Context: an optimization exercise on an open-source flow, tuned for small area and a short achievable clock period. The choices shown serve that exercise and are no tape-out recipe. RTL that was checked went through simulation tests only; none was proved equivalent to the original. No activity file was given, so power comes from the tool's default toggle rates.

try-garnet:
==> flow/design.v (excerpt) <==
module bolt_exec (
    input  logic        clk,
    input  logic        rst,      
    input  logic [31:0] instr,    
    input  logic [31:0] rs1,      
    input  logic [31:0] rs2,      
    input  logic [31:0] pc,       
    output logic [31:0] result,   
    output logic [31:0] next_pc,  
    output logic        branch,   
    output logic        reg_wr,   
    output logic        mem_wr,   
    output logic        mem_rd    
);
    logic [6:0] op;
    logic [2:0] f3;
    logic [6:0] f7;
    assign op = instr[6:0];
    assign f3 = instr[14:12];
    assign f7 = instr[31:25];
    logic op03, op13, op17, op23, op33, op37, op63, op67, op6f, op1b, op3b;
    assign op03 = (op == 7'h03);
    assign op13 = (op == 7'h13);
    assign op17 = (op == 7'h17);
    assign op23 = (op == 7'h23);
    assign op33 = (op == 7'h33);
    assign op37 = (op == 7'h37);
    assign op63 = (op == 7'h63);
    assign op67 = (op == 7'h67);
    assign op6f = (op == 7'h6F);
    assign op1b = (op == 7'h1B);
    assign op3b = (op == 7'h3B);
    logic i31, f7z, f7s;
    assign i31 = instr[31];
    assign f7z = (f7 == 7'h00);
    assign f7s = (f7 == 7'h20);
    logic use_rs2, is_s, sub;
    assign use_rs2 = op[5] & (op[4] | (op[6] & ~op[2]));
    assign is_s    = ~op[6] & op[5] & ~op[4];
    assign sub     = (op[4] & ~f3[2] & f3[1]) | (op[4] & op[5] & instr[30]);
    logic [31:0] bv, bx, ap, ag, sum;
    logic        cout;
    assign bv = use_rs2 ? rs2 : {{20{i31}}, instr[31:25], is_s ? instr[11:7] : instr[24:20]};
    assign bx = bv ^ {32{sub}};
    assign ap = rs1 ^ bx;    
  ...
Settings: LEC_CHECK=0, ABC_AREA=1, CAP_MARGIN=20, CORE_MARGIN=2, CORE_UTILIZATION=40, HOLD_SLACK_MARGIN=0, SETUP_SLACK_MARGIN=2.6, SLEW_MARGIN=20, BUFFER_PORTS_ARGS=-buffer_cell sky130_fd_sc_hd__buf_2; clock period 6.5 ns.
standard.sh (not shown) runs the stock make flow with config.mk's settings and CLKGATE_MAP_FILE= SYNTH_SCRIPT=/design/flow/synth_recipe.tcl, a recipe that flattens the netlist after the stock synthesis.
==> flow/flow/run.sh <==
#!/bin/bash
# Layout flow: the standard layout (standard.sh), with two changes to how the
# cells are chosen:
#  - the full and half adder cells are not used, so Yosys does not pre-map adder
#    bits to them and abc maps the whole datapath itself;
#  - the buffer that buffer_ports puts on every input and output port is buf_2.
# Every tool's full output goes to standard.log (make) and the ORFS logs under orfs/logs.
set -euo pipefail
cat >> config.mk <<'CFG'
export DONT_USE_CELLS += sky130_fd_sc_hd__fa_1 sky130_fd_sc_hd__fa_2 sky130_fd_sc_hd__fa_4 sky130_fd_sc_hd__ha_1 sky130_fd_sc_hd__ha_2 sky130_fd_sc_hd__ha_4
export BUFFER_PORTS_ARGS = -buffer_cell sky130_fd_sc_hd__buf_2
CFG
bash standard.sh > standard.log 2>&1
Having completed the whole flow, try-garnet delivered a layout that passed the timing, DRC and antenna checks.
Input changes introduced in try-xenon (baseline for comparison: try-garnet):
diff --git a/flow/config.mk b/flow/config.mk
--- a/flow/config.mk
+++ b/flow/config.mk
@@ -11,5 +11,5 @@
 export CORE_UTILIZATION = 40
 export HOLD_SLACK_MARGIN = 0
-export SETUP_SLACK_MARGIN = 2.6
+export SETUP_SLACK_MARGIN = 2.0
 export SLEW_MARGIN = 20
 export DONT_USE_CELLS += sky130_fd_sc_hd__fa_1 sky130_fd_sc_hd__fa_2 sky130_fd_sc_hd__fa_4 sky130_fd_sc_hd__ha_1 sky130_fd_sc_hd__ha_2 sky130_fd_sc_hd__ha_4
The worst slack on hold paths number comes out higher for try-garnet vs try-xenon. Worst setup slack: try-xenon worse than try-garnet. In the reports for try-garnet and try-xenon, the larger logic depth of the worst register-to-register path belongs to try-xenon. try-xenon vs. try-garnet: layout buffer count excluding clock buffers went down by about 14%, clock-cell share of area saw little to no change.
### try-xenon -> try-harbor
==> flow/flow/run.sh <==
#!/bin/bash
# Layout flow: the standard layout (standard.sh), with two changes to how the
# cells are chosen:
#  - the full and half adder cells are not used, so Yosys does not pre-map adder
#    bits to them and abc maps the whole datapath itself;
#  - the buffer that buffer_ports puts on every input and output port is buf_1.
# Every tool's full output goes to standard.log (make) and the ORFS logs under orfs/logs.
set -euo pipefail
cat >> config.mk <<'CFG'
export DONT_USE_CELLS += sky130_fd_sc_hd__fa_1 sky130_fd_sc_hd__fa_2 sky130_fd_sc_hd__fa_4 sky130_fd_sc_hd__ha_1 sky130_fd_sc_hd__ha_2 sky130_fd_sc_hd__ha_4
export BUFFER_PORTS_ARGS = -buffer_cell sky130_fd_sc_hd__buf_1
CFG
bash standard.sh > standard.log 2>&1
diff --git a/flow/config.mk b/flow/config.mk
--- a/flow/config.mk
+++ b/flow/config.mk
@@ -11,6 +11,6 @@
 export CORE_UTILIZATION = 40
 export HOLD_SLACK_MARGIN = 0
-export SETUP_SLACK_MARGIN = 2.0
+export SETUP_SLACK_MARGIN = 2.5
 export SLEW_MARGIN = 20
 export DONT_USE_CELLS += sky130_fd_sc_hd__fa_1 sky130_fd_sc_hd__fa_2 sky130_fd_sc_hd__fa_4 sky130_fd_sc_hd__ha_1 sky130_fd_sc_hd__ha_2 sky130_fd_sc_hd__ha_4
-export BUFFER_PORTS_ARGS = -buffer_cell sky130_fd_sc_hd__buf_2
+export BUFFER_PORTS_ARGS = -buffer_cell sky130_fd_sc_hd__buf_1
--- outcome ---
Every stage of the flow completed for try-harbor, and the final layout passed the timing, DRC and antenna checks. Against try-xenon, via count in try-harbor rose by a few percent. Per the comparison of try-harbor with try-xenon, core utilization rose 2.1 points, worst-path maximum fanout went down 13, power moved up. Diff try-harbor..try-xenon | clock latency of the later-clocked register in the worst-skew pair | negligible. Net total in the final layout went up slightly going from try-xenon to try-harbor. Detailed-route wire length per cell: try-harbor > try-xenon.
No run of this note included a check of the RTL's function; only the layout flow was run.

========
Another version of the RTL of bolt_exec (not shown whole).
For scale: about 68 flip-flops, ~200 I/O pins.
make LEC_CHECK=0 ABC_AREA=1 CAP_MARGIN=20 CORE_MARGIN=2 CORE_UTILIZATION=28 HOLD_SLACK_MARGIN=0 SETUP_SLACK_MARGIN=0.5 SLEW_MARGIN=20 finish   # period 6.5 ns
run.sh (not shown) runs the stock make flow with config.mk's settings and CLKGATE_MAP_FILE= SYNTH_SCRIPT=/design/flow/synth_recipe.tcl, a recipe that flattens the netlist after the stock synthesis.
Stock flow here: none of the scripts above is used.
The first run completed without violations.
==> next run, changes <==
SETUP_SLACK_MARGIN = 2.0   (was 0.5)
Final area grows by 14%.
Worst setup slack improved by 1.3 ns.
Non-clock buffer count climbs by 93.
Worst hold slack loses 0.0058 ns.
No run of this note included a check of the RTL's function; only the layout flow was run.

========
== rev 12 ==
bolt_exec, a different RTL version from the one above (not shown whole).
Size in the first run: roughly 2,200 cells after synthesis, ~68 flip-flops, about 200 I/O pins.
clock: 6.5 ns
lec_check: 0
abc_area: 1
cap_margin: 20
core_margin: 2
core_utilization: 40
hold_slack_margin: 0
setup_slack_margin: 2.5
slew_margin: 20
buffer_ports_args: -buffer_cell sky130_fd_sc_hd__buf_2
standard.sh (not shown) runs the stock make flow with config.mk's settings and CLKGATE_MAP_FILE= SYNTH_SCRIPT=/design/flow/synth_recipe.tcl, a recipe that flattens the netlist after the stock synthesis.
==> flow/flow/run.sh <==
#!/bin/bash
# Layout flow: the standard layout (standard.sh), with two changes to how the
# cells are chosen:
#  - the full and half adder cells are not used, so Yosys does not pre-map adder
#    bits to them and abc maps the whole datapath itself;
#  - the buffer that buffer_ports puts on every input and output port is buf_2.
# Every tool's full output goes to standard.log (make) and the ORFS logs under orfs/logs.
set -euo pipefail
cat >> config.mk <<'CFG'
export DONT_USE_CELLS += sky130_fd_sc_hd__fa_1 sky130_fd_sc_hd__fa_2 sky130_fd_sc_hd__fa_4 sky130_fd_sc_hd__ha_1 sky130_fd_sc_hd__ha_2 sky130_fd_sc_hd__ha_4
export BUFFER_PORTS_ARGS = -buffer_cell sky130_fd_sc_hd__buf_2
CFG
bash standard.sh > standard.log 2>&1
The following lists how rev 13 was set up differently from rev 12:
diff --git a/flow/config.mk b/flow/config.mk
--- a/flow/config.mk
+++ b/flow/config.mk
@@ -11,5 +11,5 @@
 export CORE_UTILIZATION = 40
 export HOLD_SLACK_MARGIN = 0
-export SETUP_SLACK_MARGIN = 2.5
+export SETUP_SLACK_MARGIN = 0.5
 export SLEW_MARGIN = 20
 export DONT_USE_CELLS += sky130_fd_sc_hd__fa_1 sky130_fd_sc_hd__fa_2 sky130_fd_sc_hd__fa_4 sky130_fd_sc_hd__ha_1 sky130_fd_sc_hd__ha_2 sky130_fd_sc_hd__ha_4
[summary]
Rev 13 consumes less power than rev 12 does.
Comparing rev 12 against rev 13, there is no change at all in core box area.
Compared to rev 12, rev 13 has global-route usage 1.4 points lower.
Rev 13 vs rev 12, sequential share of cell area went up by 1.5 points.
sky130_fd_sc_hd__nand2_2 as the slowest cell on the critical path was reported by rev 13, and sky130_fd_sc_hd__o21ai_0 by rev 12.
Taking rev 12 as the reference, in rev 13 switching power dropped about 12%; final routed DRC violation total barely changed; post-synthesis cell area barely changed.
Rev 13 ends up with a upper clock frequency limit that is about 20% lower than in rev 12.
Rev 13 vs rev 12, worst hold slack went up by 0.0037 ns.
Measured against rev 13, the post-layout instance area of rev 12 comes out at 1.16 times the reference value.
No functional check of the RTL was part of any run of this note.

========
bolt_exec, a different RTL version from the one above (not shown whole).
Size in the first run: about 2,200 cells after synthesis, ~68 flip-flops, about 200 I/O pins.
==> flow/config.mk <==
export PLATFORM = sky130hd
export DESIGN_NAME = bolt_exec
export DESIGN_NICKNAME = bolt_exec
export VERILOG_FILES = /design/flow/design.v
export SDC_FILE = /design/flow/constraint.sdc
export NUM_CORES = 4
export LEC_CHECK = 0
export ABC_AREA = 1
export CAP_MARGIN = 20
export CORE_MARGIN = 2
export CORE_UTILIZATION = 40
export CTS_BUF_LIST = sky130_fd_sc_hd__clkbuf_8
export HOLD_SLACK_MARGIN = 0
export SETUP_SLACK_MARGIN = 2.7
export SLEW_MARGIN = 20
export DONT_USE_CELLS += sky130_fd_sc_hd__fa_1 sky130_fd_sc_hd__fa_2 sky130_fd_sc_hd__fa_4 sky130_fd_sc_hd__ha_1 sky130_fd_sc_hd__ha_2 sky130_fd_sc_hd__ha_4
export BUFFER_PORTS_ARGS = -buffer_cell sky130_fd_sc_hd__buf_1
==> flow/constraint.sdc <==
create_clock -name core_clock -period 6.5 [get_ports {clk}]
set_input_delay 1.3000 -clock core_clock [delete_from_list [all_inputs] [get_ports {clk}]]
set_output_delay 1.3000 -clock core_clock [all_outputs]
set_load 0.01 [all_outputs]
==> flow/flow/run.sh <==
#!/bin/bash
# Layout flow: the standard layout (standard.sh), with two changes to how the
# cells are chosen:
#  - the full and half adder cells are not used, so Yosys does not pre-map adder
#    bits to them and abc maps the whole datapath itself;
#  - the buffer that buffer_ports puts on every input and output port is buf_1.
# Every tool's full output goes to standard.log (make) and the ORFS logs under orfs/logs.
set -euo pipefail
cat >> config.mk <<'CFG'
export DONT_USE_CELLS += sky130_fd_sc_hd__fa_1 sky130_fd_sc_hd__fa_2 sky130_fd_sc_hd__fa_4 sky130_fd_sc_hd__ha_1 sky130_fd_sc_hd__ha_2 sky130_fd_sc_hd__ha_4
export BUFFER_PORTS_ARGS = -buffer_cell sky130_fd_sc_hd__buf_1
CFG
bash standard.sh > standard.log 2>&1
The baseline went through all stages and came out clean.
Then changed:
--- a/flow/config.mk
+++ b/flow/config.mk
@@ -10,7 +10,6 @@
 export CORE_MARGIN = 2
 export CORE_UTILIZATION = 40
-export CTS_BUF_LIST = sky130_fd_sc_hd__clkbuf_8
 export HOLD_SLACK_MARGIN = 0
-export SETUP_SLACK_MARGIN = 2.7
+export SETUP_SLACK_MARGIN = 3.1
 export SLEW_MARGIN = 20
 export DONT_USE_CELLS += sky130_fd_sc_hd__fa_1 sky130_fd_sc_hd__fa_2 sky130_fd_sc_hd__fa_4 sky130_fd_sc_hd__ha_1 sky130_fd_sc_hd__ha_2 sky130_fd_sc_hd__ha_4
After rerunning: Maximum frequency is higher by 8.4%; die area stays the same; power is higher by 22%; synthesized area does not change; routed wire length is higher by 10%; setup slack is better by 290 ps; non-clock buffer count is higher by 107.

========
bolt_exec, a different RTL version from the one above (not shown whole).
Size in the first run: roughly 68 flip-flops, about 200 I/O pins.
Design bolt_exec, start of the top module:
module bolt_exec (
    input  logic        clk,
    input  logic        rst,      
    input  logic [31:0] instr,    
    input  logic [31:0] rs1,      
    input  logic [31:0] rs2,      
    input  logic [31:0] pc,       
    output logic [31:0] result,   
    output logic [31:0] next_pc,  
    output logic        branch,   
    output logic        reg_wr,   
    output logic        mem_wr,   
    output logic        mem_rd    
);
Settings: LEC_CHECK=0, ABC_AREA=1, CAP_MARGIN=20, CORE_MARGIN=2, CORE_UTILIZATION=40, HOLD_SLACK_MARGIN=0, SETUP_SLACK_MARGIN=2.3, SLEW_MARGIN=20, BUFFER_PORTS_ARGS=-buffer_cell sky130_fd_sc_hd__buf_2; clock period 6.5 ns.
==> flow/flow/run.sh <==
#!/bin/bash
# Layout flow: the standard layout (standard.sh), with two changes to how the
# cells are chosen:
#  - the full and half adder cells are not used, so Yosys does not pre-map adder
#    bits to them and abc maps the whole datapath itself;
#  - the buffer that buffer_ports puts on every input and output port is buf_2.
# Every tool's full output goes to standard.log (make) and the ORFS logs under orfs/logs.
set -euo pipefail
cat >> config.mk <<'CFG'
export DONT_USE_CELLS += sky130_fd_sc_hd__fa_1 sky130_fd_sc_hd__fa_2 sky130_fd_sc_hd__fa_4 sky130_fd_sc_hd__ha_1 sky130_fd_sc_hd__ha_2 sky130_fd_sc_hd__ha_4
export BUFFER_PORTS_ARGS = -buffer_cell sky130_fd_sc_hd__buf_2
CFG
bash standard.sh > standard.log 2>&1
Rerun with:
--- a/flow/config.mk
+++ b/flow/config.mk
@@ -11,5 +11,5 @@
 export CORE_UTILIZATION = 40
 export HOLD_SLACK_MARGIN = 0
-export SETUP_SLACK_MARGIN = 2.3
+export SETUP_SLACK_MARGIN = 2.0
 export SLEW_MARGIN = 20
 export DONT_USE_CELLS += sky130_fd_sc_hd__fa_1 sky130_fd_sc_hd__fa_2 sky130_fd_sc_hd__fa_4 sky130_fd_sc_hd__ha_1 sky130_fd_sc_hd__ha_2 sky130_fd_sc_hd__ha_4
Setup slack got worse by 0.34 ns.
Via count fell by 3.7%.
Final cell count came out lower by 1.7%.
Synthesized area stays the same.
Power falls by 6.3%.
Sequential cell count does not change.
Synthesized cell count does not change.
Global-route usage decreases by 0.80 points.
Sequential power hardly moves.
Rerun with:
==> flow/flow/run.sh (replaced) <==
#!/bin/bash
# Layout flow: the standard layout (standard.sh), with two changes to how the
# cells are chosen:
#  - the full and half adder cells are not used, so Yosys does not pre-map adder
#    bits to them and abc maps the whole datapath itself;
#  - the buffer that buffer_ports puts on every input and output port is buf_1.
# Every tool's full output goes to standard.log (make) and the ORFS logs under orfs/logs.
set -euo pipefail
cat >> config.mk <<'CFG'
export DONT_USE_CELLS += sky130_fd_sc_hd__fa_1 sky130_fd_sc_hd__fa_2 sky130_fd_sc_hd__fa_4 sky130_fd_sc_hd__ha_1 sky130_fd_sc_hd__ha_2 sky130_fd_sc_hd__ha_4
export BUFFER_PORTS_ARGS = -buffer_cell sky130_fd_sc_hd__buf_1
CFG
bash standard.sh > standard.log 2>&1
--- a/flow/config.mk
+++ b/flow/config.mk
@@ -14,3 +14,3 @@
 export SLEW_MARGIN = 20
 export DONT_USE_CELLS += sky130_fd_sc_hd__fa_1 sky130_fd_sc_hd__fa_2 sky130_fd_sc_hd__fa_4 sky130_fd_sc_hd__ha_1 sky130_fd_sc_hd__ha_2 sky130_fd_sc_hd__ha_4
-export BUFFER_PORTS_ARGS = -buffer_cell sky130_fd_sc_hd__buf_2
+export BUFFER_PORTS_ARGS = -buffer_cell sky130_fd_sc_hd__buf_1
What happened: Design area came out lower slightly. Global-route usage came out higher by 0.21 points. Area after synthesis stays the same. Worst setup slack is better by 0.074 ns. Total power falls by a few percent. Sequential power is about the same.

static timing again, ports no longer ideal:
The flow's constraints put no driver on any port. The routed layouts listed below were extracted and timed again, unchanged, in two steps.
Step 1 assumes that a clkbuf_16 drives the clock port and a buf_2 every other input.
Step 2 adds t to the input delays and takes it off the output delays; t is the mean of the earliest and latest rising clock arrival at the registers after step 1. Input paths then give back, and output paths get back, about the clock's delay inside the block.
Three values: no drivers, after step 1, after step 2; two values: the first two.
run | shift t [ns] | setup WS [ns] | worst hold slack (ns) | latest minus earliest clock arrival (ns) | slew at the worst register clock pin (ns)
try-garnet | 0.407 | 2.662 / 2.644 / 2.237 | 0.606 / 0.606 / 0.606 | 0.015 / 0.015 | 0.08 / 0.08
try-xenon | 0.407 | 2.175 / 2.196 / 1.789 | 0.599 / 0.599 / 0.599 | 0.013 / 0.013 | 0.07 / 0.07
try-harbor | 0.408 | 2.523 / 2.540 / 2.132 | 0.554 / 0.554 / 0.554 | 0.012 / 0.012 | 0.07 / 0.07
the first run of note 2 | 0.407 | 0.757 / 0.763 / 0.356 | 0.493 / 0.493 / 0.493 | 0.016 / 0.016 | 0.07 / 0.07
the second run of note 2 | 0.411 | 2.047 / 2.067 / 1.656 | 0.487 / 0.487 / 0.487 | 0.011 / 0.012 | 0.07 / 0.07
rev 12 | 0.384 | 2.491 / 2.479 / 2.095 | 0.548 / 0.548 / 0.548 | 0.012 / 0.012 | 0.07 / 0.07
rev 13 | 0.385 | 1.548 / 1.573 / 1.189 | 0.552 / 0.552 / 0.552 | 0.014 / 0.013 | 0.07 / 0.07
the first run of note 4 | 0.436 | 2.722 / 2.746 / 2.310 | 0.527 / 0.527 / 0.527 | 0.019 / 0.019 | 0.10 / 0.10
the second run of note 4 | 0.402 | 3.015 / 3.026 / 2.624 | 0.519 / 0.519 / 0.519 | 0.012 / 0.011 | 0.07 / 0.07
the first run of note 5 | 0.402 | 2.373 / 2.372 / 1.970 | 0.547 / 0.547 / 0.547 | 0.011 / 0.011 | 0.07 / 0.07
the second run of note 5 | 0.402 | 2.029 / 2.058 / 1.656 | 0.535 / 0.535 / 0.535 | 0.009 / 0.009 | 0.07 / 0.07
the third run of note 5 | 0.402 | 2.103 / 2.134 / 1.732 | 0.556 / 0.556 / 0.556 | 0.013 / 0.013 | 0.07 / 0.07
After both steps setup and hold are still met in every run listed. The setup slack of try-garnet, which loses most, moves by -0.018 ns with the drivers and by -0.425 ns with both steps.
